From an optimization exercise on the open Yosys and OpenROAD flow, aimed at small area and a short achievable clock period; shortcuts taken in it are not production practice. Function was checked by simulation only, so behaviour that the tests miss may differ from the original. Power is estimated from default activity; no workload was simulated.

===== design.v =====
module ADC(clock, reset, ADC_CS_N, ADC_DIN, ADC_SCLK, ADC_DOUT, serial_parallel_data, data, spdf_load);
	input clock, reset;
	output reg ADC_CS_N;
	output reg ADC_DIN;
	output reg ADC_SCLK;
	input ADC_DOUT;
	output reg [11:0] serial_parallel_data;
	output reg [11:0] data;
	output wire spdf_load;
	localparam QUIET0 = 3'b000, QUIET1 = 3'b001, QUIET2 = 3'b010;
	localparam CYCLE0 = 3'b100, CYCLE1 = 3'b101, CYCLE2 = 3'b110, CYCLE3 = 3'b111;
	reg [2:0] state;
	reg [3:0] count;
	reg [11:0] buffer;
	reg [2:0] cc;
	wire en = (cc == 3'd4);
	wire ctrl = (count == 4'd0) | (count == 4'd6) | (count == 4'd7) | (count == 4'd11);
	assign spdf_load = (state == CYCLE3) & (count == 4'd14) & (cc == 3'd1);
	always @(posedge clock)
		if (reset | en) cc <= 3'd0;
		else cc <= cc + 3'd1;
	always @(posedge clock)
		if (reset) begin
			ADC_CS_N <= 1'b1;
			ADC_DIN <= 1'b0;
			ADC_SCLK <= 1'b1;
			state <= QUIET0;
			count <= 4'b0;
			buffer <= 12'b0;
			data <= 12'b0;
			serial_parallel_data <= 12'b0;
		end else if (en) begin
			case (state)
				QUIET0: begin
					state <= QUIET1;
					data <= buffer;
					serial_parallel_data <= data;
				end
				QUIET1: state <= QUIET2;
				QUIET2: begin
					state <= CYCLE0;
					ADC_CS_N <= 1'b0;
					ADC_DIN <= ctrl;
					count <= count + 4'd1;
				end
				CYCLE0: begin
					state <= CYCLE1;
					ADC_SCLK <= 1'b0;
				end
				CYCLE1: state <= CYCLE2;
				CYCLE2: begin
					state <= CYCLE3;
					ADC_SCLK <= 1'b1;
				end
				default: begin  
					if (count == 4'b1111) begin
						state <= QUIET0;
						ADC_CS_N <= 1'b1;
					end else
						state <= CYCLE0;
					ADC_DIN <= ctrl;
					buffer <= {buffer[10:0], ADC_DOUT};
					count <= count + 4'd1;
				end
			endcase
		end
endmodule
module magnitude(voltage, clk, reset, win_f, amp, dc_offset);
	input [11:0] voltage;
	input clk;
	input reset;
	input [19:0] win_f;
	output reg [11:0] amp;
	output reg [11:0] dc_offset;
	reg [11:0] max;
	reg [11:0] min;
	wire win = (win_f == 20'd27);
	wire [12:0] sum = max + min;
	always @(posedge clk)
		if (reset) begin
			amp <= 12'b0;
			max <= 12'b0;
			min <= 12'hfff;
			dc_offset <= 12'b0;
		end else begin
			dc_offset <= sum[12:1];
			if (win) begin
				amp <= 12'b0;
				max <= 12'b0;
				min <= 12'hfff;
			end else begin
				amp <= max - min;
				if (max < voltage) max <= voltage;
				if (min > voltage) min <= voltage;
			end
		end
endmodule
module frequency(clk, reset, data, mean, next_data, spdf_load, win_f, freq_bcd);
	input clk;
	input reset;
	input [11:0] data;        
	input [11:0] mean;        
	input [11:0] next_data;   
	input spdf_load;          
	output reg [19:0] win_f;
	output reg [14:0] freq_bcd;
	localparam [25:0] NCONST = 26'd50000000;
	reg [1:0] mode;
	reg [4:0] csat;           
	wire lt = data < mean;
	wire gt = data > mean;
	wire m00 = (mode == 2'b00), m11 = (mode == 2'b11), m01 = (mode == 2'b01);
	wire xing = gt & m00;
	wire inc = (lt & (m00 | m01)) | (gt & (m11 | m01));
	reg [11:0] spd_f, max_f, min_f, dc_f;
	reg [1:0] mode_f;
	reg [31:0] cnt_f;
	wire [12:0] sum_f = max_f + min_f;
	wire lt_f = spd_f < dc_f;
	wire gt_f = spd_f > dc_f;
	wire m00_f = (mode_f == 2'b00), m11_f = (mode_f == 2'b11), m01_f = (mode_f == 2'b01);
	wire xing_f = gt_f & m00_f;
	wire inc_f = (lt_f & (m00_f | m01_f)) | (gt_f & (m11_f | m01_f));
	wire big_f = cnt_f[31] | (|cnt_f[30:5]) | (cnt_f[4:0] > 5'd27);
	wire start = xing_f & big_f;
	always @(posedge clk)
		if (reset) begin
			spd_f <= 12'd0;
			max_f <= 12'd0;
			min_f <= 12'd0;
			dc_f <= 12'd0;
			mode_f <= 2'b00;
			cnt_f <= 32'd1;
			win_f <= 20'd28;
		end else begin
			if (spdf_load) spd_f <= next_data;
			dc_f <= sum_f[12:1];
			if (win_f == 20'd999999) begin
				win_f <= 20'd0;
				max_f <= 12'd0;
				min_f <= 12'hfff;
			end else begin
				win_f <= win_f + 20'd1;
				if (max_f < spd_f) max_f <= spd_f;
				if (min_f > spd_f) min_f <= spd_f;
			end
			if (xing_f) begin
				cnt_f <= 32'd1;
				mode_f <= 2'b11;
			end else begin
				if (inc_f) cnt_f <= cnt_f + 32'd1;
				if (gt_f & m11_f) mode_f <= 2'b01;
				if (lt_f & m01_f) mode_f <= 2'b00;
			end
		end
	reg [25:0] dx;
	reg cin, inr, neg;
	reg [25:0] rem;
	reg [4:0] step;
	reg [14:0] bcd;
	wire nbit = NCONST[5'd25 - step];
	wire [26:0] r2 = {rem, nbit};
	wire [27:0] diff = {1'b0, r2} + {2'b11, dx} + {27'd0, cin};
	wire ge = inr & ~diff[27];
	wire qb = ge ^ neg;
	function [3:0] adj(input [3:0] d);
		adj = (d >= 4'd5) ? d + 4'd3 : d;
	endfunction
	wire [3:0] au = adj(bcd[3:0]), at = adj(bcd[7:4]), ah = adj(bcd[11:8]);
	wire [14:0] dd = {bcd[13:12], ah[3], ah[2:0], at[3], at[2:0], au[3], au[2:0], qb};
	wire u9 = (bcd[3:0] == 4'd9), t9 = (bcd[7:4] == 4'd9), h9 = (bcd[11:8] == 4'd9);
	wire wrap = (bcd == 15'h4095);
	wire [3:0] ui = u9 ? 4'd0 : bcd[3:0] + 4'd1;
	wire [3:0] ti = u9 ? (t9 ? 4'd0 : bcd[7:4] + 4'd1) : bcd[7:4];
	wire [3:0] hi = (u9 & t9) ? (h9 ? 4'd0 : bcd[11:8] + 4'd1) : bcd[11:8];
	wire [2:0] thi = (u9 & t9 & h9) ? bcd[14:12] + 3'd1 : bcd[14:12];
	wire [14:0] binc = wrap ? 15'd0 : {thi, hi, ti, ui};
	always @(posedge clk)
		if (start) begin
			dx <= cnt_f[31] ? cnt_f[25:0] : ~cnt_f[25:0];
			cin <= ~cnt_f[31];
			neg <= cnt_f[31];
			inr <= (cnt_f[31:26] == 6'd0) | (cnt_f[31:26] == 6'h3f);
			rem <= 26'd0;
			step <= 5'd0;
			bcd <= 15'd0;
		end else if (step < 5'd26) begin
			step <= step + 5'd1;
			if (ge) rem <= diff[25:0];
			else rem <= r2[25:0];
			if (step >= 5'd14) bcd <= dd;
		end else if (step == 5'd26) begin
			step <= 5'd27;
			if (neg) bcd <= binc;
		end
	reg [14:0] rom;
	always @(*)
		case (csat)
			5'd1: rom = 15'h0128;  
			5'd2: rom = 15'h2112;  
			5'd3: rom = 15'h0042;  
			5'd4: rom = 15'h3104;  
			5'd5: rom = 15'h1664;  
			5'd6: rom = 15'h2069;  
			5'd7: rom = 15'h3529;  
			5'd8: rom = 15'h3600;  
			5'd9: rom = 15'h1379;  
			5'd10: rom = 15'h2880;  
			5'd11: rom = 15'h2990;  
			5'd12: rom = 15'h1034;  
			5'd13: rom = 15'h0009;  
			5'd14: rom = 15'h3812;  
			5'd15: rom = 15'h3285;  
			5'd16: rom = 15'h3848;  
			5'd17: rom = 15'h0248;  
			5'd18: rom = 15'h0689;  
			5'd19: rom = 15'h1946;  
			5'd20: rom = 15'h1440;  
			5'd21: rom = 15'h1176;  
			5'd22: rom = 15'h3543;  
			5'd23: rom = 15'h3033;  
			5'd24: rom = 15'h2565;  
			5'd25: rom = 15'h1152;  
			5'd26: rom = 15'h2052;  
			5'd27: rom = 15'h0459;  
			default: rom = 15'h0000;
		endcase
	always @(posedge clk)
		if (reset) begin
			mode <= 2'b00;
			csat <= 5'd0;
			freq_bcd <= 15'd0;
		end else if (xing) begin
			freq_bcd <= (csat > 5'd27) ? bcd : rom;
			csat <= 5'd1;
			mode <= 2'b11;
		end else begin
			if (inc & (csat != 5'd31)) csat <= csat + 5'd1;
			if (gt & m11) mode <= 2'b01;
			if (lt & m01) mode <= 2'b00;
		end
endmodule
module hvsync_generator(
    input clk,
    input reset,
    input ce,
    output reg vga_h_sync,
    output reg vga_v_sync,
    output reg vga_blank,
    output reg inDisplayArea,
    output reg [9:0] CounterX,
    output reg [8:0] CounterY
  );
    wire CounterXmaxed = (CounterX == 10'd800);
    wire hs_n = ~((CounterX > 10'd656) && (CounterX < 10'd752));
    wire vs_n = ~(CounterY == 9'd491);
    always @(posedge clk)
    if (reset) begin
      CounterX <= 10'd0;
      CounterY <= 9'd0;
      vga_h_sync <= 1'b1;
      vga_v_sync <= 1'b1;
      vga_blank <= 1'b1;
      inDisplayArea <= 1'b0;
    end else if (ce) begin
      CounterX <= CounterXmaxed ? 10'd0 : CounterX + 10'd1;
      if (CounterXmaxed) CounterY <= CounterY + 9'd1;
      vga_h_sync <= hs_n;
      vga_v_sync <= vs_n;
      vga_blank <= hs_n & vs_n;
      inDisplayArea <= (CounterX < 10'd640) && (CounterY < 9'd480);
    end
endmodule
module vga(vpp, offset, freq_bcd, clk, reset, vga_h_sync, vga_v_sync, vga_R, vga_G, vga_B, vga_clk, vga_blank, vga_sync, dalgalar, a_sayisi);
input clk;
input reset;
input [11:0] vpp, offset;
input [14:0] freq_bcd;
input [1:0] dalgalar;
input [1:0] a_sayisi;
output vga_h_sync, vga_v_sync, vga_clk, vga_blank, vga_sync;
output [7:0] vga_R, vga_G, vga_B;
wire inDisplayArea;
wire [9:0] CounterX;
wire [8:0] CounterY;
reg clk_25;
reg mag, green;           
reg r_out, g_out, b_out;
wire pix_ce = ~clk_25;
always @(posedge clk)
	if (reset) clk_25 <= 1'b0;
	else clk_25 <= ~clk_25;
hvsync_generator hvsync(.clk(clk), .reset(reset), .ce(pix_ce), .vga_h_sync(vga_h_sync), .vga_v_sync(vga_v_sync),
	.vga_blank(vga_blank), .inDisplayArea(inDisplayArea), .CounterX(CounterX), .CounterY(CounterY));
wire x_tick = (CounterX == 10'd41) || ((CounterX[2:0] == 3'd0) && (CounterX >= 10'd80) && (CounterX <= 10'd600) &&
	((CounterX % 10'd40) == 10'd0));
wire y_tick = (CounterY == 9'd41) || (CounterY == 9'd439) || ((CounterY >= 9'd80) && (CounterY <= 9'd400) &&
	((CounterY % 9'd40) == 9'd0));
reg frame_m;
always @(*)
	if (CounterY > 9'd41 && CounterY < 9'd50) frame_m = x_tick;
	else if (CounterX > 10'd42 && CounterX < 10'd52) frame_m = y_tick;
	else if (CounterX == 10'd41 || CounterX == 10'd600) frame_m = (CounterY > 9'd40 && CounterY < 9'd440);
	else if (CounterY == 9'd41 || CounterY == 9'd439) frame_m = (CounterX > 10'd51 && CounterX < 10'd601);
	else frame_m = 1'b0;
wire sq = ((CounterX == 10'd80 || CounterX == 10'd240 || CounterX == 10'd400 || CounterX == 10'd560) &&
		CounterY > 9'd121 && CounterY < 9'd279) ||
	(CounterY == 9'd121 && ((CounterX > 10'd80 && CounterX < 10'd240) || (CounterX > 10'd400 && CounterX < 10'd560))) ||
	(CounterY == 9'd279 && ((CounterX > 10'd52 && CounterX < 10'd80) || (CounterX > 10'd240 && CounterX < 10'd400) ||
		(CounterX > 10'd560 && CounterX < 10'd590)));
wire [10:0] xpy = CounterX + CounterY;
wire [9:0] xmy = CounterX - CounterY;
wire ytri = CounterY > 9'd119 && CounterY < 9'd281;
wire tri_ = ytri && ((CounterX > 10'd59 && CounterX < 10'd221 && xpy == 11'd340) ||
	(CounterX > 10'd220 && CounterX < 10'd381 && xmy == 10'd100) ||
	(CounterX > 10'd380 && CounterX < 10'd541 && xpy == 11'd660));
wire [3:0] sine_lit;    
assign sine_lit[0] = (CounterX>=10'd104 && CounterX<10'd106 && CounterY>=9'd176 && CounterY<=9'd178) ||
	(CounterX>=10'd109 && CounterX<10'd111 && CounterY>=9'd189 && CounterY<=9'd191) ||
	(CounterX>=10'd114 && CounterX<10'd116 && CounterY>=9'd202 && CounterY<=9'd204) ||
	(CounterX>=10'd119 && CounterX<10'd121 && CounterY>=9'd216 && CounterY<=9'd218) ||
	(CounterX>=10'd124 && CounterX<10'd126 && CounterY>=9'd231 && CounterY<=9'd233) ||
	(CounterX>=10'd129 && CounterX<10'd131 && CounterY>=9'd245 && CounterY<=9'd247) ||
	(CounterX>=10'd134 && CounterX<10'd136 && CounterY>=9'd258 && CounterY<=9'd260) ||
	(CounterX>=10'd140 && CounterX<10'd142 && CounterY>=9'd270 && CounterY<=9'd272) ||
	(CounterX>=10'd146 && CounterX<10'd148 && CounterY>=9'd281 && CounterY<=9'd283) ||
	(CounterX>=10'd152 && CounterX<10'd154 && CounterY>=9'd290 && CounterY<=9'd292) ||
	(CounterX>=10'd158 && CounterX<10'd160 && CounterY>=9'd297 && CounterY<=9'd299) ||
	(CounterX>=10'd164 && CounterX<10'd166 && CounterY>=9'd301 && CounterY<=9'd303) ||
	(CounterX>=10'd170 && CounterX<10'd172 && CounterY>=9'd303 && CounterY<=9'd305) ||
	(CounterX>=10'd176 && CounterX<10'd178 && CounterY>=9'd303 && CounterY<=9'd305) ||
	(CounterX>=10'd182 && CounterX<10'd184 && CounterY>=9'd299 && CounterY<=9'd301) ||
	(CounterX>=10'd188 && CounterX<10'd190 && CounterY>=9'd294 && CounterY<=9'd296) ||
	(CounterX>=10'd194 && CounterX<10'd196 && CounterY>=9'd286 && CounterY<=9'd288) ||
	(CounterX>=10'd200 && CounterX<10'd202 && CounterY>=9'd276 && CounterY<=9'd278) ||
	(CounterX>=10'd206 && CounterX<10'd208 && CounterY>=9'd264 && CounterY<=9'd266) ||
	(CounterX>=10'd212 && CounterX<10'd214 && CounterY>=9'd251 && CounterY<=9'd253) ||
	(CounterX>=10'd218 && CounterX<10'd220 && CounterY>=9'd239 && CounterY<=9'd241) ||
	(CounterX>=10'd224 && CounterX<10'd226 && CounterY>=9'd223 && CounterY<=9'd225) ||
	(CounterX>=10'd230 && CounterX<10'd232 && CounterY>=9'd209 && CounterY<=9'd211) ||
	(CounterX>=10'd236 && CounterX<10'd238 && CounterY>=9'd195 && CounterY<=9'd197) ||
	(CounterX>=10'd242 && CounterX<10'd244 && CounterY>=9'd182 && CounterY<=9'd184) ||
	(CounterX>=10'd248 && CounterX<10'd250 && CounterY>=9'd171 && CounterY<=9'd173) ||
	(CounterX>=10'd254 && CounterX<10'd256 && CounterY>=9'd161 && CounterY<=9'd163) ||
	(CounterX>=10'd260 && CounterX<10'd262 && CounterY>=9'd153 && CounterY<=9'd155) ||
	(CounterX>=10'd266 && CounterX<10'd268 && CounterY>=9'd147 && CounterY<=9'd149) ||
	(CounterX>=10'd272 && CounterX<10'd274 && CounterY>=9'd144 && CounterY<=9'd146) ||
	(CounterX>=10'd278 && CounterX<10'd280 && CounterY>=9'd143 && CounterY<=9'd145) ||
	(CounterX>=10'd284 && CounterX<10'd286 && CounterY>=9'd145 && CounterY<=9'd147) ||
	(CounterX>=10'd290 && CounterX<10'd292 && CounterY>=9'd150 && CounterY<=9'd152) ||
	(CounterX>=10'd296 && CounterX<10'd298 && CounterY>=9'd156 && CounterY<=9'd158) ||
	(CounterX>=10'd302 && CounterX<10'd304 && CounterY>=9'd166 && CounterY<=9'd168) ||
	(CounterX>=10'd308 && CounterX<10'd310 && CounterY>=9'd176 && CounterY<=9'd178) ||
	(CounterX>=10'd314 && CounterX<10'd316 && CounterY>=9'd188 && CounterY<=9'd190) ||
	(CounterX>=10'd320 && CounterX<10'd322 && CounterY>=9'd202 && CounterY<=9'd204) ||
	(CounterX>=10'd326 && CounterX<10'd328 && CounterY>=9'd216 && CounterY<=9'd218) ||
	(CounterX>=10'd332 && CounterX<10'd334 && CounterY>=9'd232 && CounterY<=9'd234) ||
	(CounterX>=10'd338 && CounterX<10'd340 && CounterY>=9'd244 && CounterY<=9'd246) ||
	(CounterX>=10'd344 && CounterX<10'd346 && CounterY>=9'd258 && CounterY<=9'd260) ||
	(CounterX>=10'd350 && CounterX<10'd352 && CounterY>=9'd270 && CounterY<=9'd272) ||
	(CounterX>=10'd356 && CounterX<10'd358 && CounterY>=9'd281 && CounterY<=9'd283) ||
	(CounterX>=10'd362 && CounterX<10'd364 && CounterY>=9'd290 && CounterY<=9'd292) ||
	(CounterX>=10'd368 && CounterX<10'd370 && CounterY>=9'd297 && CounterY<=9'd299) ||
	(CounterX>=10'd374 && CounterX<10'd376 && CounterY>=9'd301 && CounterY<=9'd303) ||
	(CounterX>=10'd380 && CounterX<10'd382 && CounterY>=9'd303 && CounterY<=9'd305) ||
	(CounterX>=10'd386 && CounterX<10'd388 && CounterY>=9'd303 && CounterY<=9'd305) ||
	(CounterX>=10'd392 && CounterX<10'd394 && CounterY>=9'd302 && CounterY<=9'd304) ||
	(CounterX>=10'd398 && CounterX<10'd400 && CounterY>=9'd299 && CounterY<=9'd301) ||
	(CounterX>=10'd404 && CounterX<10'd406 && CounterY>=9'd294 && CounterY<=9'd296) ||
	(CounterX>=10'd410 && CounterX<10'd412 && CounterY>=9'd286 && CounterY<=9'd288) ||
	(CounterX>=10'd416 && CounterX<10'd418 && CounterY>=9'd276 && CounterY<=9'd278) ||
	(CounterX>=10'd422 && CounterX<10'd424 && CounterY>=9'd264 && CounterY<=9'd266) ||
	(CounterX>=10'd428 && CounterX<10'd430 && CounterY>=9'd251 && CounterY<=9'd253) ||
	(CounterX>=10'd434 && CounterX<10'd436 && CounterY>=9'd239 && CounterY<=9'd241) ||
	(CounterX>=10'd440 && CounterX<10'd442 && CounterY>=9'd223 && CounterY<=9'd225) ||
	(CounterX>=10'd446 && CounterX<10'd448 && CounterY>=9'd209 && CounterY<=9'd211) ||
	(CounterX>=10'd452 && CounterX<10'd454 && CounterY>=9'd195 && CounterY<=9'd197) ||
	(CounterX>=10'd458 && CounterX<10'd460 && CounterY>=9'd182 && CounterY<=9'd184) ||
	(CounterX>=10'd464 && CounterX<10'd466 && CounterY>=9'd171 && CounterY<=9'd173) ||
	(CounterX>=10'd470 && CounterX<10'd472 && CounterY>=9'd161 && CounterY<=9'd163) ||
	(CounterX>=10'd476 && CounterX<10'd478 && CounterY>=9'd153 && CounterY<=9'd155) ||
	(CounterX>=10'd482 && CounterX<10'd484 && CounterY>=9'd147 && CounterY<=9'd149) ||
	(CounterX>=10'd488 && CounterX<10'd490 && CounterY>=9'd144 && CounterY<=9'd146) ||
	(CounterX>=10'd494 && CounterX<10'd496 && CounterY>=9'd143 && CounterY<=9'd145) ||
	(CounterX>=10'd500 && CounterX<10'd502 && CounterY>=9'd145 && CounterY<=9'd147) ||
	(CounterX>=10'd506 && CounterX<10'd508 && CounterY>=9'd150 && CounterY<=9'd152) ||
	(CounterX>=10'd512 && CounterX<10'd514 && CounterY>=9'd156 && CounterY<=9'd158) ||
	(CounterX>=10'd518 && CounterX<10'd520 && CounterY>=9'd166 && CounterY<=9'd168) ||
	(CounterX>=10'd524 && CounterX<10'd526 && CounterY>=9'd176 && CounterY<=9'd178) ||
	(CounterX>=10'd530 && CounterX<10'd532 && CounterY>=9'd188 && CounterY<=9'd190) ||
	(CounterX>=10'd536 && CounterX<10'd538 && CounterY>=9'd202 && CounterY<=9'd204) ||
	(CounterX>=10'd542 && CounterX<10'd544 && CounterY>=9'd216 && CounterY<=9'd218) ||
	(CounterX>=10'd548 && CounterX<10'd550 && CounterY>=9'd232 && CounterY<=9'd234) ||
	(CounterX>=10'd554 && CounterX<10'd556 && CounterY>=9'd244 && CounterY<=9'd246) ||
	(CounterX>=10'd560 && CounterX<10'd562 && CounterY>=9'd258 && CounterY<=9'd260) ||
	(CounterX>=10'd566 && CounterX<10'd568 && CounterY>=9'd270 && CounterY<=9'd272) ||
	(CounterX>=10'd572 && CounterX<10'd574 && CounterY>=9'd281 && CounterY<=9'd283) ||
	(CounterX>=10'd578 && CounterX<10'd580 && CounterY>=9'd290 && CounterY<=9'd292) ||
	(CounterX>=10'd584 && CounterX<10'd586 && CounterY>=9'd297 && CounterY<=9'd299) ||
	(CounterX>=10'd590 && CounterX<10'd592 && CounterY>=9'd301 && CounterY<=9'd303);
assign sine_lit[1] = (CounterX>=10'd104 && CounterX<10'd106 && CounterY>=9'd176 && CounterY<=9'd178) ||
	(CounterX>=10'd110 && CounterX<10'd112 && CounterY>=9'd189 && CounterY<=9'd191) ||
	(CounterX>=10'd116 && CounterX<10'd118 && CounterY>=9'd202 && CounterY<=9'd204) ||
	(CounterX>=10'd122 && CounterX<10'd124 && CounterY>=9'd216 && CounterY<=9'd218) ||
	(CounterX>=10'd128 && CounterX<10'd130 && CounterY>=9'd231 && CounterY<=9'd233) ||
	(CounterX>=10'd134 && CounterX<10'd136 && CounterY>=9'd245 && CounterY<=9'd247) ||
	(CounterX>=10'd140 && CounterX<10'd142 && CounterY>=9'd258 && CounterY<=9'd260) ||
	(CounterX>=10'd147 && CounterX<10'd149 && CounterY>=9'd270 && CounterY<=9'd272) ||
	(CounterX>=10'd154 && CounterX<10'd156 && CounterY>=9'd281 && CounterY<=9'd283) ||
	(CounterX>=10'd161 && CounterX<10'd163 && CounterY>=9'd290 && CounterY<=9'd292) ||
	(CounterX>=10'd168 && CounterX<10'd170 && CounterY>=9'd297 && CounterY<=9'd299) ||
	(CounterX>=10'd175 && CounterX<10'd177 && CounterY>=9'd301 && CounterY<=9'd303) ||
	(CounterX>=10'd182 && CounterX<10'd185 && CounterY>=9'd303 && CounterY<=9'd305) ||
	(CounterX>=10'd190 && CounterX<10'd192 && CounterY>=9'd303 && CounterY<=9'd305) ||
	(CounterX>=10'd197 && CounterX<10'd199 && CounterY>=9'd299 && CounterY<=9'd301) ||
	(CounterX>=10'd204 && CounterX<10'd206 && CounterY>=9'd294 && CounterY<=9'd296) ||
	(CounterX>=10'd211 && CounterX<10'd213 && CounterY>=9'd286 && CounterY<=9'd288) ||
	(CounterX>=10'd218 && CounterX<10'd220 && CounterY>=9'd276 && CounterY<=9'd278) ||
	(CounterX>=10'd225 && CounterX<10'd227 && CounterY>=9'd264 && CounterY<=9'd266) ||
	(CounterX>=10'd232 && CounterX<10'd234 && CounterY>=9'd251 && CounterY<=9'd253) ||
	(CounterX>=10'd239 && CounterX<10'd241 && CounterY>=9'd239 && CounterY<=9'd241) ||
	(CounterX>=10'd246 && CounterX<10'd248 && CounterY>=9'd223 && CounterY<=9'd225) ||
	(CounterX>=10'd253 && CounterX<10'd255 && CounterY>=9'd209 && CounterY<=9'd211) ||
	(CounterX>=10'd260 && CounterX<10'd262 && CounterY>=9'd195 && CounterY<=9'd197) ||
	(CounterX>=10'd267 && CounterX<10'd269 && CounterY>=9'd182 && CounterY<=9'd184) ||
	(CounterX>=10'd274 && CounterX<10'd276 && CounterY>=9'd171 && CounterY<=9'd173) ||
	(CounterX>=10'd281 && CounterX<10'd283 && CounterY>=9'd161 && CounterY<=9'd163) ||
	(CounterX>=10'd288 && CounterX<10'd290 && CounterY>=9'd153 && CounterY<=9'd155) ||
	(CounterX>=10'd295 && CounterX<10'd297 && CounterY>=9'd147 && CounterY<=9'd149) ||
	(CounterX>=10'd302 && CounterX<10'd304 && CounterY>=9'd144 && CounterY<=9'd146) ||
	(CounterX>=10'd309 && CounterX<10'd311 && CounterY>=9'd143 && CounterY<=9'd145) ||
	(CounterX>=10'd316 && CounterX<10'd318 && CounterY>=9'd145 && CounterY<=9'd147) ||
	(CounterX>=10'd323 && CounterX<10'd325 && CounterY>=9'd150 && CounterY<=9'd152) ||
	(CounterX>=10'd330 && CounterX<10'd332 && CounterY>=9'd156 && CounterY<=9'd158) ||
	(CounterX>=10'd337 && CounterX<10'd339 && CounterY>=9'd166 && CounterY<=9'd168) ||
	(CounterX>=10'd344 && CounterX<10'd346 && CounterY>=9'd176 && CounterY<=9'd178) ||
	(CounterX>=10'd351 && CounterX<10'd353 && CounterY>=9'd188 && CounterY<=9'd190) ||
	(CounterX>=10'd358 && CounterX<10'd360 && CounterY>=9'd202 && CounterY<=9'd204) ||
	(CounterX>=10'd365 && CounterX<10'd367 && CounterY>=9'd216 && CounterY<=9'd218) ||
	(CounterX>=10'd372 && CounterX<10'd374 && CounterY>=9'd232 && CounterY<=9'd234) ||
	(CounterX>=10'd379 && CounterX<10'd381 && CounterY>=9'd244 && CounterY<=9'd246) ||
	(CounterX>=10'd386 && CounterX<10'd388 && CounterY>=9'd258 && CounterY<=9'd260) ||
	(CounterX>=10'd393 && CounterX<10'd395 && CounterY>=9'd270 && CounterY<=9'd272) ||
	(CounterX>=10'd400 && CounterX<10'd402 && CounterY>=9'd281 && CounterY<=9'd283) ||
	(CounterX>=10'd407 && CounterX<10'd409 && CounterY>=9'd290 && CounterY<=9'd292) ||
	(CounterX>=10'd414 && CounterX<10'd416 && CounterY>=9'd297 && CounterY<=9'd299) ||
	(CounterX>=10'd421 && CounterX<10'd423 && CounterY>=9'd301 && CounterY<=9'd303) ||
	(CounterX>=10'd428 && CounterX<10'd430 && CounterY>=9'd303 && CounterY<=9'd305) ||
	(CounterX>=10'd435 && CounterX<10'd437 && CounterY>=9'd303 && CounterY<=9'd305) ||
	(CounterX>=10'd442 && CounterX<10'd444 && CounterY>=9'd302 && CounterY<=9'd304) ||
	(CounterX>=10'd449 && CounterX<10'd451 && CounterY>=9'd299 && CounterY<=9'd301) ||
	(CounterX>=10'd456 && CounterX<10'd458 && CounterY>=9'd294 && CounterY<=9'd296) ||
	(CounterX>=10'd463 && CounterX<10'd465 && CounterY>=9'd286 && CounterY<=9'd288) ||
	(CounterX>=10'd470 && CounterX<10'd472 && CounterY>=9'd276 && CounterY<=9'd278) ||
	(CounterX>=10'd477 && CounterX<10'd479 && CounterY>=9'd264 && CounterY<=9'd266) ||
	(CounterX>=10'd484 && CounterX<10'd486 && CounterY>=9'd251 && CounterY<=9'd253) ||
	(CounterX>=10'd491 && CounterX<10'd493 && CounterY>=9'd239 && CounterY<=9'd241) ||
	(CounterX>=10'd498 && CounterX<10'd500 && CounterY>=9'd223 && CounterY<=9'd225) ||
	(CounterX>=10'd505 && CounterX<10'd507 && CounterY>=9'd209 && CounterY<=9'd211) ||
	(CounterX>=10'd512 && CounterX<10'd514 && CounterY>=9'd195 && CounterY<=9'd197) ||
	(CounterX>=10'd519 && CounterX<10'd521 && CounterY>=9'd182 && CounterY<=9'd184) ||
	(CounterX>=10'd526 && CounterX<10'd528 && CounterY>=9'd171 && CounterY<=9'd173) ||
	(CounterX>=10'd533 && CounterX<10'd535 && CounterY>=9'd161 && CounterY<=9'd163) ||
	(CounterX>=10'd540 && CounterX<10'd542 && CounterY>=9'd153 && CounterY<=9'd155) ||
	(CounterX>=10'd547 && CounterX<10'd549 && CounterY>=9'd147 && CounterY<=9'd149) ||
	(CounterX>=10'd554 && CounterX<10'd556 && CounterY>=9'd144 && CounterY<=9'd146) ||
	(CounterX>=10'd561 && CounterX<10'd563 && CounterY>=9'd143 && CounterY<=9'd145) ||
	(CounterX>=10'd568 && CounterX<10'd570 && CounterY>=9'd145 && CounterY<=9'd147) ||
	(CounterX>=10'd575 && CounterX<10'd577 && CounterY>=9'd150 && CounterY<=9'd152) ||
	(CounterX>=10'd582 && CounterX<10'd584 && CounterY>=9'd156 && CounterY<=9'd158) ||
	(CounterX>=10'd589 && CounterX<10'd591 && CounterY>=9'd166 && CounterY<=9'd168) ||
	(CounterX>=10'd596 && CounterX<10'd598 && CounterY>=9'd176 && CounterY<=9'd178) ||
	(CounterX>=10'd603 && CounterX<10'd605 && CounterY>=9'd188 && CounterY<=9'd190) ||
	(CounterX>=10'd610 && CounterX<10'd612 && CounterY>=9'd202 && CounterY<=9'd204) ||
	(CounterX>=10'd617 && CounterX<10'd619 && CounterY>=9'd216 && CounterY<=9'd218) ||
	(CounterX>=10'd624 && CounterX<10'd626 && CounterY>=9'd232 && CounterY<=9'd234) ||
	(CounterX>=10'd631 && CounterX<10'd633 && CounterY>=9'd244 && CounterY<=9'd246) ||
	(CounterX>=10'd638 && CounterX<10'd640 && CounterY>=9'd258 && CounterY<=9'd260);
assign sine_lit[2] = (CounterX>=10'd104 && CounterX<10'd106 && CounterY>=9'd176 && CounterY<=9'd178) ||
	(CounterX>=10'd108 && CounterX<10'd110 && CounterY>=9'd189 && CounterY<=9'd191) ||
	(CounterX>=10'd112 && CounterX<10'd114 && CounterY>=9'd202 && CounterY<=9'd204) ||
	(CounterX>=10'd116 && CounterX<10'd118 && CounterY>=9'd216 && CounterY<=9'd218) ||
	(CounterX>=10'd120 && CounterX<10'd122 && CounterY>=9'd231 && CounterY<=9'd233) ||
	(CounterX>=10'd124 && CounterX<10'd126 && CounterY>=9'd245 && CounterY<=9'd247) ||
	(CounterX>=10'd128 && CounterX<10'd130 && CounterY>=9'd258 && CounterY<=9'd260) ||
	(CounterX>=10'd133 && CounterX<10'd135 && CounterY>=9'd270 && CounterY<=9'd272) ||
	(CounterX>=10'd138 && CounterX<10'd140 && CounterY>=9'd281 && CounterY<=9'd283) ||
	(CounterX>=10'd143 && CounterX<10'd145 && CounterY>=9'd290 && CounterY<=9'd292) ||
	(CounterX>=10'd148 && CounterX<10'd150 && CounterY>=9'd297 && CounterY<=9'd299) ||
	(CounterX>=10'd153 && CounterX<10'd155 && CounterY>=9'd301 && CounterY<=9'd303) ||
	(CounterX>=10'd158 && CounterX<10'd159 && CounterY>=9'd303 && CounterY<=9'd305) ||
	(CounterX>=10'd162 && CounterX<10'd164 && CounterY>=9'd303 && CounterY<=9'd305) ||
	(CounterX>=10'd167 && CounterX<10'd169 && CounterY>=9'd299 && CounterY<=9'd301) ||
	(CounterX>=10'd172 && CounterX<10'd174 && CounterY>=9'd294 && CounterY<=9'd296) ||
	(CounterX>=10'd177 && CounterX<10'd179 && CounterY>=9'd286 && CounterY<=9'd288) ||
	(CounterX>=10'd182 && CounterX<10'd184 && CounterY>=9'd276 && CounterY<=9'd278) ||
	(CounterX>=10'd187 && CounterX<10'd189 && CounterY>=9'd264 && CounterY<=9'd266) ||
	(CounterX>=10'd192 && CounterX<10'd194 && CounterY>=9'd251 && CounterY<=9'd253) ||
	(CounterX>=10'd197 && CounterX<10'd199 && CounterY>=9'd239 && CounterY<=9'd241) ||
	(CounterX>=10'd202 && CounterX<10'd204 && CounterY>=9'd223 && CounterY<=9'd225) ||
	(CounterX>=10'd207 && CounterX<10'd209 && CounterY>=9'd209 && CounterY<=9'd211) ||
	(CounterX>=10'd212 && CounterX<10'd214 && CounterY>=9'd195 && CounterY<=9'd197) ||
	(CounterX>=10'd217 && CounterX<10'd219 && CounterY>=9'd182 && CounterY<=9'd184) ||
	(CounterX>=10'd222 && CounterX<10'd224 && CounterY>=9'd171 && CounterY<=9'd173) ||
	(CounterX>=10'd227 && CounterX<10'd229 && CounterY>=9'd161 && CounterY<=9'd163) ||
	(CounterX>=10'd232 && CounterX<10'd234 && CounterY>=9'd153 && CounterY<=9'd155) ||
	(CounterX>=10'd237 && CounterX<10'd239 && CounterY>=9'd147 && CounterY<=9'd149) ||
	(CounterX>=10'd242 && CounterX<10'd244 && CounterY>=9'd144 && CounterY<=9'd146) ||
	(CounterX>=10'd247 && CounterX<10'd249 && CounterY>=9'd143 && CounterY<=9'd145) ||
	(CounterX>=10'd252 && CounterX<10'd254 && CounterY>=9'd145 && CounterY<=9'd147) ||
	(CounterX>=10'd257 && CounterX<10'd259 && CounterY>=9'd150 && CounterY<=9'd152) ||
	(CounterX>=10'd262 && CounterX<10'd264 && CounterY>=9'd156 && CounterY<=9'd158) ||
	(CounterX>=10'd267 && CounterX<10'd269 && CounterY>=9'd166 && CounterY<=9'd168) ||
	(CounterX>=10'd272 && CounterX<10'd274 && CounterY>=9'd176 && CounterY<=9'd178) ||
	(CounterX>=10'd277 && CounterX<10'd279 && CounterY>=9'd188 && CounterY<=9'd190) ||
	(CounterX>=10'd282 && CounterX<10'd284 && CounterY>=9'd202 && CounterY<=9'd204) ||
	(CounterX>=10'd287 && CounterX<10'd289 && CounterY>=9'd216 && CounterY<=9'd218) ||
	(CounterX>=10'd292 && CounterX<10'd294 && CounterY>=9'd232 && CounterY<=9'd234) ||
	(CounterX>=10'd297 && CounterX<10'd299 && CounterY>=9'd244 && CounterY<=9'd246) ||
	(CounterX>=10'd302 && CounterX<10'd304 && CounterY>=9'd258 && CounterY<=9'd260) ||
	(CounterX>=10'd307 && CounterX<10'd309 && CounterY>=9'd270 && CounterY<=9'd272) ||
	(CounterX>=10'd312 && CounterX<10'd314 && CounterY>=9'd281 && CounterY<=9'd283) ||
	(CounterX>=10'd317 && CounterX<10'd319 && CounterY>=9'd290 && CounterY<=9'd292) ||
	(CounterX>=10'd322 && CounterX<10'd324 && CounterY>=9'd297 && CounterY<=9'd299) ||
	(CounterX>=10'd327 && CounterX<10'd329 && CounterY>=9'd301 && CounterY<=9'd303) ||
	(CounterX>=10'd332 && CounterX<10'd334 && CounterY>=9'd303 && CounterY<=9'd305) ||
	(CounterX>=10'd337 && CounterX<10'd339 && CounterY>=9'd303 && CounterY<=9'd305) ||
	(CounterX>=10'd342 && CounterX<10'd344 && CounterY>=9'd302 && CounterY<=9'd304) ||
	(CounterX>=10'd347 && CounterX<10'd349 && CounterY>=9'd299 && CounterY<=9'd301) ||
	(CounterX>=10'd352 && CounterX<10'd354 && CounterY>=9'd294 && CounterY<=9'd296) ||
	(CounterX>=10'd357 && CounterX<10'd359 && CounterY>=9'd286 && CounterY<=9'd288) ||
	(CounterX>=10'd362 && CounterX<10'd364 && CounterY>=9'd276 && CounterY<=9'd278) ||
	(CounterX>=10'd367 && CounterX<10'd369 && CounterY>=9'd264 && CounterY<=9'd266) ||
	(CounterX>=10'd372 && CounterX<10'd374 && CounterY>=9'd251 && CounterY<=9'd253) ||
	(CounterX>=10'd377 && CounterX<10'd379 && CounterY>=9'd239 && CounterY<=9'd241) ||
	(CounterX>=10'd382 && CounterX<10'd384 && CounterY>=9'd223 && CounterY<=9'd225) ||
	(CounterX>=10'd387 && CounterX<10'd389 && CounterY>=9'd209 && CounterY<=9'd211) ||
	(CounterX>=10'd392 && CounterX<10'd394 && CounterY>=9'd195 && CounterY<=9'd197) ||
	(CounterX>=10'd397 && CounterX<10'd399 && CounterY>=9'd182 && CounterY<=9'd184) ||
	(CounterX>=10'd402 && CounterX<10'd404 && CounterY>=9'd171 && CounterY<=9'd173) ||
	(CounterX>=10'd407 && CounterX<10'd409 && CounterY>=9'd161 && CounterY<=9'd163) ||
	(CounterX>=10'd412 && CounterX<10'd414 && CounterY>=9'd153 && CounterY<=9'd155) ||
	(CounterX>=10'd417 && CounterX<10'd419 && CounterY>=9'd147 && CounterY<=9'd149) ||
	(CounterX>=10'd422 && CounterX<10'd424 && CounterY>=9'd144 && CounterY<=9'd146) ||
	(CounterX>=10'd427 && CounterX<10'd429 && CounterY>=9'd143 && CounterY<=9'd145) ||
	(CounterX>=10'd432 && CounterX<10'd434 && CounterY>=9'd145 && CounterY<=9'd147) ||
	(CounterX>=10'd437 && CounterX<10'd439 && CounterY>=9'd150 && CounterY<=9'd152) ||
	(CounterX>=10'd442 && CounterX<10'd444 && CounterY>=9'd156 && CounterY<=9'd158) ||
	(CounterX>=10'd447 && CounterX<10'd449 && CounterY>=9'd166 && CounterY<=9'd168) ||
	(CounterX>=10'd452 && CounterX<10'd454 && CounterY>=9'd176 && CounterY<=9'd178) ||
	(CounterX>=10'd457 && CounterX<10'd459 && CounterY>=9'd188 && CounterY<=9'd190) ||
	(CounterX>=10'd462 && CounterX<10'd464 && CounterY>=9'd202 && CounterY<=9'd204) ||
	(CounterX>=10'd467 && CounterX<10'd469 && CounterY>=9'd216 && CounterY<=9'd218) ||
	(CounterX>=10'd472 && CounterX<10'd474 && CounterY>=9'd232 && CounterY<=9'd234) ||
	(CounterX>=10'd477 && CounterX<10'd479 && CounterY>=9'd244 && CounterY<=9'd246) ||
	(CounterX>=10'd482 && CounterX<10'd484 && CounterY>=9'd258 && CounterY<=9'd260) ||
	(CounterX>=10'd487 && CounterX<10'd489 && CounterY>=9'd270 && CounterY<=9'd272) ||
	(CounterX>=10'd492 && CounterX<10'd494 && CounterY>=9'd281 && CounterY<=9'd283) ||
	(CounterX>=10'd497 && CounterX<10'd499 && CounterY>=9'd290 && CounterY<=9'd292) ||
	(CounterX>=10'd502 && CounterX<10'd504 && CounterY>=9'd297 && CounterY<=9'd299) ||
	(CounterX>=10'd507 && CounterX<10'd509 && CounterY>=9'd301 && CounterY<=9'd303);
assign sine_lit[3] = (CounterX>=10'd104 && CounterX<10'd106 && CounterY>=9'd176 && CounterY<=9'd178) ||
	(CounterX>=10'd111 && CounterX<10'd113 && CounterY>=9'd189 && CounterY<=9'd191) ||
	(CounterX>=10'd118 && CounterX<10'd120 && CounterY>=9'd202 && CounterY<=9'd204) ||
	(CounterX>=10'd125 && CounterX<10'd127 && CounterY>=9'd216 && CounterY<=9'd218) ||
	(CounterX>=10'd132 && CounterX<10'd134 && CounterY>=9'd231 && CounterY<=9'd233) ||
	(CounterX>=10'd139 && CounterX<10'd141 && CounterY>=9'd245 && CounterY<=9'd247) ||
	(CounterX>=10'd146 && CounterX<10'd148 && CounterY>=9'd258 && CounterY<=9'd260) ||
	(CounterX>=10'd154 && CounterX<10'd156 && CounterY>=9'd270 && CounterY<=9'd272) ||
	(CounterX>=10'd162 && CounterX<10'd164 && CounterY>=9'd281 && CounterY<=9'd283) ||
	(CounterX>=10'd170 && CounterX<10'd172 && CounterY>=9'd290 && CounterY<=9'd292) ||
	(CounterX>=10'd178 && CounterX<10'd180 && CounterY>=9'd297 && CounterY<=9'd299) ||
	(CounterX>=10'd186 && CounterX<10'd188 && CounterY>=9'd301 && CounterY<=9'd303) ||
	(CounterX>=10'd194 && CounterX<10'd198 && CounterY>=9'd303 && CounterY<=9'd305) ||
	(CounterX>=10'd204 && CounterX<10'd206 && CounterY>=9'd303 && CounterY<=9'd305) ||
	(CounterX>=10'd212 && CounterX<10'd214 && CounterY>=9'd299 && CounterY<=9'd301) ||
	(CounterX>=10'd220 && CounterX<10'd222 && CounterY>=9'd294 && CounterY<=9'd296) ||
	(CounterX>=10'd228 && CounterX<10'd230 && CounterY>=9'd286 && CounterY<=9'd288) ||
	(CounterX>=10'd236 && CounterX<10'd238 && CounterY>=9'd276 && CounterY<=9'd278) ||
	(CounterX>=10'd244 && CounterX<10'd246 && CounterY>=9'd264 && CounterY<=9'd266) ||
	(CounterX>=10'd252 && CounterX<10'd254 && CounterY>=9'd251 && CounterY<=9'd253) ||
	(CounterX>=10'd260 && CounterX<10'd262 && CounterY>=9'd239 && CounterY<=9'd241) ||
	(CounterX>=10'd268 && CounterX<10'd270 && CounterY>=9'd223 && CounterY<=9'd225) ||
	(CounterX>=10'd276 && CounterX<10'd278 && CounterY>=9'd209 && CounterY<=9'd211) ||
	(CounterX>=10'd284 && CounterX<10'd286 && CounterY>=9'd195 && CounterY<=9'd197) ||
	(CounterX>=10'd292 && CounterX<10'd294 && CounterY>=9'd182 && CounterY<=9'd184) ||
	(CounterX>=10'd300 && CounterX<10'd302 && CounterY>=9'd171 && CounterY<=9'd173) ||
	(CounterX>=10'd308 && CounterX<10'd310 && CounterY>=9'd161 && CounterY<=9'd163) ||
	(CounterX>=10'd316 && CounterX<10'd318 && CounterY>=9'd153 && CounterY<=9'd155) ||
	(CounterX>=10'd324 && CounterX<10'd326 && CounterY>=9'd147 && CounterY<=9'd149) ||
	(CounterX>=10'd332 && CounterX<10'd334 && CounterY>=9'd144 && CounterY<=9'd146) ||
	(CounterX>=10'd340 && CounterX<10'd342 && CounterY>=9'd143 && CounterY<=9'd145) ||
	(CounterX>=10'd348 && CounterX<10'd350 && CounterY>=9'd145 && CounterY<=9'd147) ||
	(CounterX>=10'd356 && CounterX<10'd358 && CounterY>=9'd150 && CounterY<=9'd152) ||
	(CounterX>=10'd364 && CounterX<10'd366 && CounterY>=9'd156 && CounterY<=9'd158) ||
	(CounterX>=10'd372 && CounterX<10'd374 && CounterY>=9'd166 && CounterY<=9'd168) ||
	(CounterX>=10'd380 && CounterX<10'd382 && CounterY>=9'd176 && CounterY<=9'd178) ||
	(CounterX>=10'd388 && CounterX<10'd390 && CounterY>=9'd188 && CounterY<=9'd190) ||
	(CounterX>=10'd396 && CounterX<10'd398 && CounterY>=9'd202 && CounterY<=9'd204) ||
	(CounterX>=10'd404 && CounterX<10'd406 && CounterY>=9'd216 && CounterY<=9'd218) ||
	(CounterX>=10'd412 && CounterX<10'd414 && CounterY>=9'd232 && CounterY<=9'd234) ||
	(CounterX>=10'd420 && CounterX<10'd422 && CounterY>=9'd244 && CounterY<=9'd246) ||
	(CounterX>=10'd428 && CounterX<10'd430 && CounterY>=9'd258 && CounterY<=9'd260) ||
	(CounterX>=10'd436 && CounterX<10'd438 && CounterY>=9'd270 && CounterY<=9'd272) ||
	(CounterX>=10'd444 && CounterX<10'd446 && CounterY>=9'd281 && CounterY<=9'd283) ||
	(CounterX>=10'd452 && CounterX<10'd454 && CounterY>=9'd290 && CounterY<=9'd292) ||
	(CounterX>=10'd460 && CounterX<10'd462 && CounterY>=9'd297 && CounterY<=9'd299) ||
	(CounterX>=10'd468 && CounterX<10'd470 && CounterY>=9'd301 && CounterY<=9'd303) ||
	(CounterX>=10'd476 && CounterX<10'd478 && CounterY>=9'd303 && CounterY<=9'd305) ||
	(CounterX>=10'd484 && CounterX<10'd486 && CounterY>=9'd303 && CounterY<=9'd305) ||
	(CounterX>=10'd492 && CounterX<10'd494 && CounterY>=9'd302 && CounterY<=9'd304) ||
	(CounterX>=10'd500 && CounterX<10'd502 && CounterY>=9'd299 && CounterY<=9'd301) ||
	(CounterX>=10'd508 && CounterX<10'd510 && CounterY>=9'd294 && CounterY<=9'd296) ||
	(CounterX>=10'd516 && CounterX<10'd518 && CounterY>=9'd286 && CounterY<=9'd288) ||
	(CounterX>=10'd524 && CounterX<10'd526 && CounterY>=9'd276 && CounterY<=9'd278) ||
	(CounterX>=10'd532 && CounterX<10'd534 && CounterY>=9'd264 && CounterY<=9'd266) ||
	(CounterX>=10'd540 && CounterX<10'd542 && CounterY>=9'd251 && CounterY<=9'd253) ||
	(CounterX>=10'd548 && CounterX<10'd550 && CounterY>=9'd239 && CounterY<=9'd241) ||
	(CounterX>=10'd556 && CounterX<10'd558 && CounterY>=9'd223 && CounterY<=9'd225) ||
	(CounterX>=10'd564 && CounterX<10'd566 && CounterY>=9'd209 && CounterY<=9'd211) ||
	(CounterX>=10'd572 && CounterX<10'd574 && CounterY>=9'd195 && CounterY<=9'd197) ||
	(CounterX>=10'd580 && CounterX<10'd582 && CounterY>=9'd182 && CounterY<=9'd184) ||
	(CounterX>=10'd588 && CounterX<10'd590 && CounterY>=9'd171 && CounterY<=9'd173) ||
	(CounterX>=10'd596 && CounterX<10'd598 && CounterY>=9'd161 && CounterY<=9'd163) ||
	(CounterX>=10'd604 && CounterX<10'd606 && CounterY>=9'd153 && CounterY<=9'd155) ||
	(CounterX>=10'd612 && CounterX<10'd614 && CounterY>=9'd147 && CounterY<=9'd149) ||
	(CounterX>=10'd620 && CounterX<10'd622 && CounterY>=9'd144 && CounterY<=9'd146) ||
	(CounterX>=10'd628 && CounterX<10'd630 && CounterY>=9'd143 && CounterY<=9'd145) ||
	(CounterX>=10'd636 && CounterX<10'd638 && CounterY>=9'd145 && CounterY<=9'd147);
wire wave = (dalgalar == 2'b10) ? sq : (dalgalar == 2'b01) ? tri_ : (dalgalar == 2'b11) ? sine_lit[a_sayisi] : 1'b0;
wire sel_vpp = CounterX < 10'd200;
wire [11:0] vsel = sel_vpp ? vpp : offset;
wire [16:0] v25 = {vsel, 4'd0} + {vsel, 3'd0} + vsel;
wire [5:0] vr = v25[16:11];
wire [3:0] vt = vr / 6'd10;
wire [3:0] vu = vr % 6'd10;
reg [3:0] dig;
always @(*)
	if (CounterX <= 10'd95) dig = vt;
	else if (CounterX <= 10'd110) dig = vu;
	else if (CounterX < 10'd200) dig = 4'd0;
	else if (CounterX <= 10'd263) dig = vt;
	else if (CounterX <= 10'd280) dig = vu;
	else if (CounterX <= 10'd411) dig = 4'd0;
	else if (CounterX <= 10'd426) dig = {1'b0, freq_bcd[14:12]};
	else if (CounterX <= 10'd442) dig = freq_bcd[11:8];
	else if (CounterX <= 10'd457) dig = freq_bcd[7:4];
	else dig = freq_bcd[3:0];
wire posF = CounterX >= 10'd264 && CounterX <= 10'd280;
wire posM = CounterX >= 10'd412 && CounterX <= 10'd426;
wire isL = CounterX == 10'd79 || CounterX == 10'd98 || CounterX == 10'd158 || CounterX == 10'd177 || CounterX == 10'd247 ||
	CounterX == 10'd268 || CounterX == 10'd399 || CounterX == 10'd413 || CounterX == 10'd428 || CounterX == 10'd444 ||
	CounterX == 10'd458;
wire isR = CounterX == 10'd90 || CounterX == 10'd108 || CounterX == 10'd168 || CounterX == 10'd187 || CounterX == 10'd257 ||
	CounterX == 10'd278 || CounterX == 10'd410 || CounterX == 10'd425 || CounterX == 10'd440 || CounterX == 10'd456 ||
	CounterX == 10'd470;
wire isH = (CounterX >= 10'd80 && CounterX <= 10'd90) || (CounterX >= 10'd99 && CounterX <= 10'd107) ||
	(CounterX >= 10'd159 && CounterX <= 10'd167) || (CounterX >= 10'd178 && CounterX <= 10'd186) ||
	(CounterX >= 10'd248 && CounterX <= 10'd256) || (CounterX >= 10'd269 && CounterX <= 10'd277) ||
	(CounterX >= 10'd399 && CounterX <= 10'd410) || (CounterX >= 10'd414 && CounterX <= 10'd424) ||
	(CounterX >= 10'd429 && CounterX <= 10'd439) || (CounterX >= 10'd445 && CounterX <= 10'd455) ||
	(CounterX >= 10'd459 && CounterX <= 10'd469);
wire isD = (CounterX >= 10'd94 && CounterX <= 10'd95) || (CounterX >= 10'd171 && CounterX <= 10'd172) ||
	(CounterX >= 10'd261 && CounterX <= 10'd262);
reg [7:1] seg;
always @(*)
	case (dig)
		4'd0: seg = 7'b0111111;
		4'd1: seg = 7'b0000110;
		4'd2: seg = 7'b1011011;
		4'd3: seg = 7'b1001111;
		4'd4: seg = 7'b1100110;
		4'd5: seg = 7'b1101101;
		4'd6: seg = 7'b1111101;
		4'd7: seg = 7'b0000111;
		4'd8: seg = 7'b1111111;
		default: seg = 7'b1101111;
	endcase
wire f3 = posF && dig == 4'd3, m4 = posM && dig == 4'd4;
wire s1 = seg[1], s2 = seg[2], s3 = seg[3], s4 = seg[4] & ~f3, s5 = seg[5] | m4, s6 = (seg[6] & ~m4) | f3, s7 = seg[7];
wire yu = CounterY >= 9'd450 && CounterY <= 9'd459;
wire yl = CounterY >= 9'd460 && CounterY <= 9'd470;
wire digit = (CounterY == 9'd450 && isH && s1) || (isR && yu && s2) || (isR && yl && s3) ||
	(CounterY == 9'd470 && isH && s4) || (isL && yl && s5) || (isL && yu && s6) ||
	(CounterY == 9'd460 && isH && s7) || (isD && (CounterY == 9'd469 || CounterY == 9'd470));
always @(posedge clk)
	if (reset) begin
		mag <= 1'b0;
		green <= 1'b0;
		r_out <= 1'b0;
		g_out <= 1'b0;
		b_out <= 1'b0;
	end else if (pix_ce) begin
		if (inDisplayArea) begin
			green <= wave;
			mag <= ~wave & frame_m;
			r_out <= digit | mag;
			g_out <= green;
			b_out <= mag;
		end else begin
			r_out <= 1'b0;
			g_out <= 1'b0;
			b_out <= 1'b0;
		end
	end
assign vga_R = {8{r_out}};
assign vga_G = {8{g_out}};
assign vga_B = {8{b_out}};
assign vga_sync = vga_blank;
assign vga_clk = clk_25;
endmodule
module adc_to_vga(clock, reset, ADC_CS_N, ADC_DIN, ADC_SCLK, ADC_DOUT, vga_R, vga_G,
vga_B, vga_clk, vga_blank, vga_sync, vga_h_sync, vga_v_sync, dalgalar, a_sayisi);
	output [7:0] vga_R, vga_G, vga_B;
	output wire vga_clk, vga_blank, vga_sync, vga_h_sync, vga_v_sync;
	input clock, reset;
	input [1:0] a_sayisi, dalgalar;
	output wire ADC_CS_N;          
	output wire ADC_DIN;           
	output wire ADC_SCLK;          
	input ADC_DOUT;                
	wire [11:0] serial_parallel_data;
	wire [11:0] next_data;
	wire spdf_load;
	wire [11:0] signal_amp;
	wire [11:0] signal_offset;
	wire [19:0] win_f;
	wire [14:0] freq_bcd;
ADC system_1(.clock(clock), .reset(reset), .ADC_CS_N(ADC_CS_N), .ADC_DIN(ADC_DIN), .ADC_SCLK(ADC_SCLK), .ADC_DOUT(ADC_DOUT),
	.serial_parallel_data(serial_parallel_data), .data(next_data), .spdf_load(spdf_load));
magnitude system_2(.voltage(serial_parallel_data), .clk(clock), .reset(reset), .win_f(win_f), .dc_offset(signal_offset), .amp(signal_amp));
frequency system_3(.clk(clock), .reset(reset), .data(serial_parallel_data), .mean(signal_offset), .next_data(next_data),
	.spdf_load(spdf_load), .win_f(win_f), .freq_bcd(freq_bcd));
vga system_4(.vpp(signal_amp), .offset(signal_offset), .freq_bcd(freq_bcd), .clk(clock), .reset(reset), .vga_h_sync(vga_h_sync), .vga_v_sync(vga_v_sync),
.vga_R(vga_R), .vga_G(vga_G), .vga_B(vga_B), .vga_clk(vga_clk), .vga_blank(vga_blank), .vga_sync(vga_sync), .dalgalar(dalgalar), .a_sayisi(a_sayisi));
endmodule

===== run.sh =====
#!/bin/bash
# synth_recipe.tcl (not shown) runs the flow's synth.tcl, then flattens the netlist and writes it again
# the make line also repeats each setting of config.mk as NAME=value (left out here)
make -C /OpenROAD-flow-scripts/flow DESIGN_CONFIG=/design/flow/config.mk WORK_HOME=/design/flow/orfs CLKGATE_MAP_FILE= SYNTH_SCRIPT=/design/flow/synth_recipe.tcl finish

===== config.mk =====
export PLATFORM = sky130hd
export DESIGN_NAME = adc_to_vga
export DESIGN_NICKNAME = adc_to_vga
export VERILOG_FILES = /design/flow/design.v
export SDC_FILE = /design/flow/constraint.sdc
export NUM_CORES = 4
export LEC_CHECK = 0
export CAP_MARGIN = 20
export CORE_MARGIN = 2
export CORE_UTILIZATION = 40
export SLEW_MARGIN = 20

===== constraint.sdc =====
create_clock -name core_clock -period 120.0 [get_ports {clock}]
set_input_delay 24.0000 -clock core_clock [delete_from_list [all_inputs] [get_ports {clock}]]
set_output_delay 24.0000 -clock core_clock [all_outputs]
set_load 0.01 [all_outputs]

==> reports/metrics.cfg <==
[run_status]
outcome = finished clean

[floorplan]
fp.dieW_um = 268
rows = 96
dieArea_mm2 = 0.0716
initial_core_util_pct = 40.4
die_height_um = 268
io_pins = 39
core_area_mm2 = 0.0687

[routing]
wl_per_cell_um = 27.9
drcViolationCount = 0
routed_wl_um = 129000
ant_nets = 0
drt_iter0_markers = 3846
vias_per_cell = 6.49
drt_first_pass_iters = 8
vias = 30126

[placement]
gp_congestion = 1.16
dpl_cell_area_mm2 = 0.0290
dp_slack_ps = 93240
portBuffers = 38
dp_hpwl_um = 89700

[critical_path]
crit_required_ps = 120510
cp_max_fo = 2
worstPathArrival_ps = 26770
cp-end-kind = register
worstSetupPathType = in2reg
critPathLaunchType = primary input

[logic_synthesis]
synth_seq_cells = 325
synthTopCellsByArea = dfxtp_1 21%, ha_1 9.6%, nor2_1 6.1%
yosys.area.top_type = dfxtp_1
syn_nets = 3995
ys_seq_area_share_pct = 24.5
syn_inst = 3759
ys.flop_type = dfxtp_1
yosys_warnings = 5
synth_edf_count = 29
synth.distinct_cells = 105
synth_area_mm2 = 0.0278
avgSynthCellArea_um2 = 7.39
netlist.area_leader.share_pct = 21.3
synthArstFlopShare_pct = 0

[cts]
clock_sinks = 325
h-tree-depth = 2
clk_latency_ps = 600
clockBufferDepth = 3
postCtsSetupRepairBufs = 0
cts_made_buffers = 40
hold_buffers = 0
cts-root-buf = clkbuf_16
cts_resized = 0
clk_pin_slew_ps = 70
cts_tree = done

[timing]
finalSetupViolCount = 0
slew_headroom_pct = 11.0
timing.final.hold_violations = 0
fin_setup_tns_ps = 0
worst_pin_slew_ps = 1330
post-route-period-util_pct = 21.9
skew_ps = 42.4
fmaxAchievable_ghz = 0.0381
rsz0062_at_grt = false
fin_ws_ps = 93740
layout_min_cycle_time_ps = 26260
finalMaxSlewViolations = 0

[pwr]
power_density_mw_per_mm2 = 12.9
p_total_uw = 392
p_leak_nw = 10.8
ir_worst_vdd_v = 0.0000175

[grt]
grt_usage_pct = 35.6
grt_overflow = 0
grt_max_degree = 83
antenna_found_initial = 13
grt_pass1_wl_um = 189000
grt_pass1_vias = 27839

[finish]
filler_cell_count = 7157
drive_gt1_share_pct = 6.72
area_growth_syn_to_layout_pct = 9.57
num-nets-final = 3910
final_cell_area_mm2 = 0.0304
multi_input_area_mm2 = 0.0194
final_common_cell = nor2_1
layout_common_cells = 444 x nor2_1, 359 x nand2_1, 300 x a21oi_1
regArea_mm2 = 0.00681

[min_path]
min_path_type = reg2reg

[job]
maxCapViolations = 0

[path summary, 6_finish.rpt]
check	start	depth (start not counted)	to	slack (ps)
setup / recovery	a_sayisi[0]	11	system_4.mag	93740
hold / removal	system_1.buffer[11]	2	system_1.data[11]	450
setup reg to reg	system_4.hvsync.CounterX[3]	30	system_4.r_out	112180
hold reg to reg	system_1.buffer[11]	2	system_1.data[11]	450
[worst max-delay path: stages]
cell and delay [ps]:
clkdlybuf4s50_1 480, nand2_1 80, a211oi_1 200, o2111ai_1 150
a2111oi_0 430, nand4_1 160, o32ai_1 250, mux2i_1 150
o21ai_1 500, nand3_1 140, o31ai_1 220
[where the power goes]
group          switching [mW]  leakage (nW)  internal, mW  total [mW]
logic                  0.0810          7.50        0.0524       0.133
registers              0.0124          2.65         0.120       0.133
clock network          0.0522         0.675        0.0738       0.126
total                   0.146          10.8         0.246       0.392
[per-layer routing]
layer	up-vias	global-route usage (%)	share of wire, %
met1	14116	43.2	39
met3	663	14.3	12
met5	-	0	0.086
li1	13511	-	-
met2	1818	51.6	40
met4	18	23.3	8.5
[flip-flops by register name, summed over array words and instances, names as in the netlist, 15 cells and up]
register	flops
system_3.win_f	20
system_3.bcd	15
system_3.freq_bcd	15
system_3.dx	26
system_3.cnt_f	32
system_3.rem	26
[final cells by class]
| cell class | count | share of cell area [%] |
|---|---|---|
| Clock inverter | 17 | 0.781 |
| Tap cell | 931 | 3.83 |
| Timing Repair Buffer | 135 | 3.63 |
| Inverter | 165 | 2.03 |
| Sequential cell | 325 | 22.4 |
| Multi-Input combinational cell | 3007 | 63.6 |
| Clock buffer | 56 | 3.72 |
| Antenna cell | 3 | 0.0247 |
[cells by family after synthesis]
group                    count (synthesis)  share of synthesized area, %
multiplexers                            87                          3.23
adder cells (fa/ha/maj)                229                          10.7
flip-flops                             325                          24.5
XOR/XNOR                               159                          5.01
AO/OA/AOI/OAI                         1085                          25.8
buffers and inverters                  427                          6.26
AND/OR/NAND/NOR                       1447                          24.5
[per-stage QoR]
stage	util (%)	instances	hold WS (ps)
floorplan	-	3759	418
global placement	42.2	4560	434
detailed placement	42.2	4560	444
CTS	44.2	4633	456
global route	44.3	4636	477
finish	44.3	4639	450
[Yosys cell counts (41+ instances only)]
cell type and instances:
nand2_1 359, a21oi_1 301, o22ai_1 49, o211ai_1 41, a211oi_1 66, mux2i_1 77
nor2b_1 51, clkbuf_1 176, nand2b_1 55, nand4_1 56, nor3_1 130, nand3_1 143
nor4_1 51, inv_1 160, dfxtp_1 296, nor2_1 450, xnor2_1 103, a31oi_1 47
a21o_1 63, o21ai_0 194, ha_1 214, xor2_1 56

[what the ideal ports hide]
How much do the figures lean on ideal ports? The routed layout below was timed once more, with nothing changed but the port constraints.
Step 1 assumes that a clkbuf_16 drives the clock port and a buf_2 every other input.
Step 2, shift: input delay + t, output delay - t, t = (earliest + latest rising clock arrival at the registers) / 2. This alone moves slack from input paths to output paths.
Three values: ideal, step 1, step 2; two values: the first two.
t (ns): 0.649
slack for setup (ns): 93.743 / 93.779 / 93.130
latest minus earliest clock arrival (ns): 0.043 / 0.042
worst register clock-pin slew, ns: 0.07 / 0.07
worst data-port slew with drivers (ns): 0.04
After both steps setup and hold are still met in this run. The setup slack of this run moves by +0.036 ns with the drivers and by -0.613 ns with both steps.
